From an optimization exercise on the open Yosys and OpenROAD flow, aimed at small area; shortcuts taken in it are not production practice. The RTL was checked by simulation tests, not by an equivalence proof against the original design. Power figures rest on the tool's default switching activity, not on a simulated workload. The clock port is modelled as an ideal driver; clocking choices that lean on that would not hold on a real chip.

Design cfs_aligner, start of the top module:
  module cfs_aligner#(
    parameter ALGN_DATA_WIDTH = 32,
    parameter FIFO_DEPTH      = 8,
    localparam int unsigned APB_ADDR_WIDTH    = 16,
    localparam int unsigned APB_DATA_WIDTH    = 32,
    localparam int unsigned ALGN_OFFSET_WIDTH = ALGN_DATA_WIDTH <= 8 ? 1 : $clog2(ALGN_DATA_WIDTH/8),
    localparam int unsigned ALGN_SIZE_WIDTH   = $clog2(ALGN_DATA_WIDTH/8)+1
  ) (
    input wire clk,
    input wire reset_n,
    input wire[APB_ADDR_WIDTH-1:0]    paddr,
    input wire                        pwrite,
    input wire                        psel,
    input wire                        penable,
    input wire[APB_DATA_WIDTH-1:0]    pwdata,
    output wire                        pready,
    output wire[APB_DATA_WIDTH-1:0]    prdata,
    output wire                        pslverr,
    input                             md_rx_valid,
    input[ALGN_DATA_WIDTH-1:0]        md_rx_data,
    input[ALGN_OFFSET_WIDTH-1:0]      md_rx_offset,
    input[ALGN_SIZE_WIDTH-1:0]        md_rx_size,
    output wire                        md_rx_ready,
    output wire                        md_rx_err,
    output wire                        md_tx_valid,
    output wire[ALGN_DATA_WIDTH-1:0]   md_tx_data,
    output wire[ALGN_OFFSET_WIDTH-1:0] md_tx_offset,
    output wire[ALGN_SIZE_WIDTH-1:0]   md_tx_size,
    input                             md_tx_ready,
    input                             md_tx_err,
    output wire                        irq
  );
Size in the first run: roughly 1,900 cells after synthesis, ~170 I/O pins, ~28,000 um^2 of cells after synthesis.
clock: 10.0 ns
lec_check: 0
cap_margin: 20
core_margin: 2
core_utilization: 45
cts_buf_list: sky130_fd_sc_hd__clkbuf_8
cts_cluster_diameter: 50
cts_cluster_size: 16
slew_margin: 20
standard.sh (not shown) runs the stock make flow with config.mk's settings and CLKGATE_MAP_FILE= SYNTH_SCRIPT=/design/flow/synth_recipe.tcl, a recipe that flattens the netlist after the stock synthesis.
==> flow/flow/run.sh <==
#!/bin/bash
set -euo pipefail
bash standard.sh \
  "BUFFER_PORTS_ARGS=-buffer_cell sky130_fd_sc_hd__buf_1" \
  "CTS_ARGS=-sink_clustering_enable -repair_clock_nets -buf_list sky130_fd_sc_hd__clkbuf_16 -sink_clustering_size 34 -sink_clustering_max_diameter 100 -dont_use_dummy_load" \
  finish > standard.log 2>&1
==> next run, changes <==
==> flow/flow/run.sh (replaced) <==
#!/bin/bash
set -euo pipefail
bash standard.sh \
  "BUFFER_PORTS_ARGS=-buffer_cell sky130_fd_sc_hd__buf_1" \
  "CTS_ARGS=-sink_clustering_enable -repair_clock_nets -buf_list sky130_fd_sc_hd__clkbuf_8 -sink_clustering_size 16 -sink_clustering_max_diameter 50 -dont_use_dummy_load" \
  finish > standard.log 2>&1
Non-clock buffer count stays the same.
Final cell count rose by 1.8%.
Core utilization grows by 0.57 points.
==> next run, changes <==
==> flow/run.sh (new file) <==
#!/bin/bash
# synth_recipe.tcl (not shown) runs the flow's synth.tcl, then flattens the netlist and writes it again
# the make line also repeats each setting of config.mk as NAME=value (left out here)
make -C /OpenROAD-flow-scripts/flow DESIGN_CONFIG=/design/flow/config.mk WORK_HOME=/design/flow/orfs CLKGATE_MAP_FILE= SYNTH_SCRIPT=/design/flow/synth_recipe.tcl finish
removed: flow/flow/run.sh
removed: flow/standard.sh
Effect: Cell area came out higher by 4.3%; wire length came out higher by 0.30%; sequential power is about the same; sequential share of layout area came out lower by 2.7 points; die area does not change; clock skew came out lower by 0.053 ns; area after synthesis stays the same; worst hold slack improved by 0.010 ns; non-clock buffer count does not change; fmax came out lower by 10%.

* * *

cfs_aligner again, from the RTL that the note above started with.
export LEC_CHECK = 0
export CAP_MARGIN = 20
export CORE_MARGIN = 2
export CORE_UTILIZATION = 45
export CTS_BUF_LIST = sky130_fd_sc_hd__clkbuf_8
export CTS_CLUSTER_DIAMETER = 50
export CTS_CLUSTER_SIZE = 16
export SLEW_MARGIN = 20
create_clock -name core_clock -period 10.0 [get_ports {clk}]
==> flow/flow/run.sh <==
#!/bin/bash
set -euo pipefail
bash standard.sh \
  "BUFFER_PORTS_ARGS=-buffer_cell sky130_fd_sc_hd__buf_1" \
  "CTS_ARGS=-sink_clustering_enable -repair_clock_nets -buf_list sky130_fd_sc_hd__clkbuf_8 -sink_clustering_size 18 -sink_clustering_max_diameter 80 -dont_use_dummy_load" \
  finish > standard.log 2>&1
Next try:
==> flow/flow/run.sh (replaced) <==
#!/bin/bash
set -euo pipefail
bash standard.sh \
  "BUFFER_PORTS_ARGS=-buffer_cell sky130_fd_sc_hd__buf_1" \
  "CTS_ARGS=-sink_clustering_enable -repair_clock_nets -buf_list sky130_fd_sc_hd__clkbuf_8 -sink_clustering_size 16 -sink_clustering_max_diameter 70 -dont_use_dummy_load" \
  finish > standard.log 2>&1
CAP_MARGIN = 0   (was 20)
CORE_UTILIZATION = 60   (was 45)
CTS_BUF_LIST = unset   (was sky130_fd_sc_hd__clkbuf_8)
CTS_CLUSTER_DIAMETER = unset   (was 50)
CTS_CLUSTER_SIZE = unset   (was 16)
SLEW_MARGIN = 0   (was 20)
The changed run passed the timing, design-rule and antenna checks.
Core utilization went up by 16 points.
Critical path depth falls by 4.
Design area falls by about 0.7%.
Maximum frequency climbs by 8.3%.
Count of clock-buffer cells in the layout rises by 5.

==> re-timing with driven ports <==
The results above use ideal ports. As a check the final layouts listed here were re-extracted and re-timed, cells and wires unchanged.
Step 1 assumes that a clkbuf_16 drives the clock port and a buf_2 every other input.
Step 2 also shifts input and output timing later by t, the mid clock arrival at the registers, as if the neighbouring blocks saw the same clock.
Slacks: no drivers / after step 1 / after step 2; pairs: no drivers / after step 1.
| run | t, ns | setup WS [ns] | worst setup path at the end |
|---|---|---|---|
| the first run of note 1 | 0.661 | 4.548 / 4.548 / 4.548 | register to register |
| the second run of note 1 | 0.695 | 4.537 / 4.537 / 4.537 | register to register |
| the third run of note 1 | 0.738 | 3.924 / 3.901 / 3.901 | input to output |
| the first run of note 2 | 0.690 | 4.422 / 4.422 / 4.422 | register to register |
| the second run of note 2 | 0.706 | 4.848 / 4.793 / 4.856 | input to output |
After both steps every run listed still meets setup and hold. The setup slack of the third run of note 1, which loses most, moves by -0.023 ns with the drivers and by -0.023 ns with both steps.
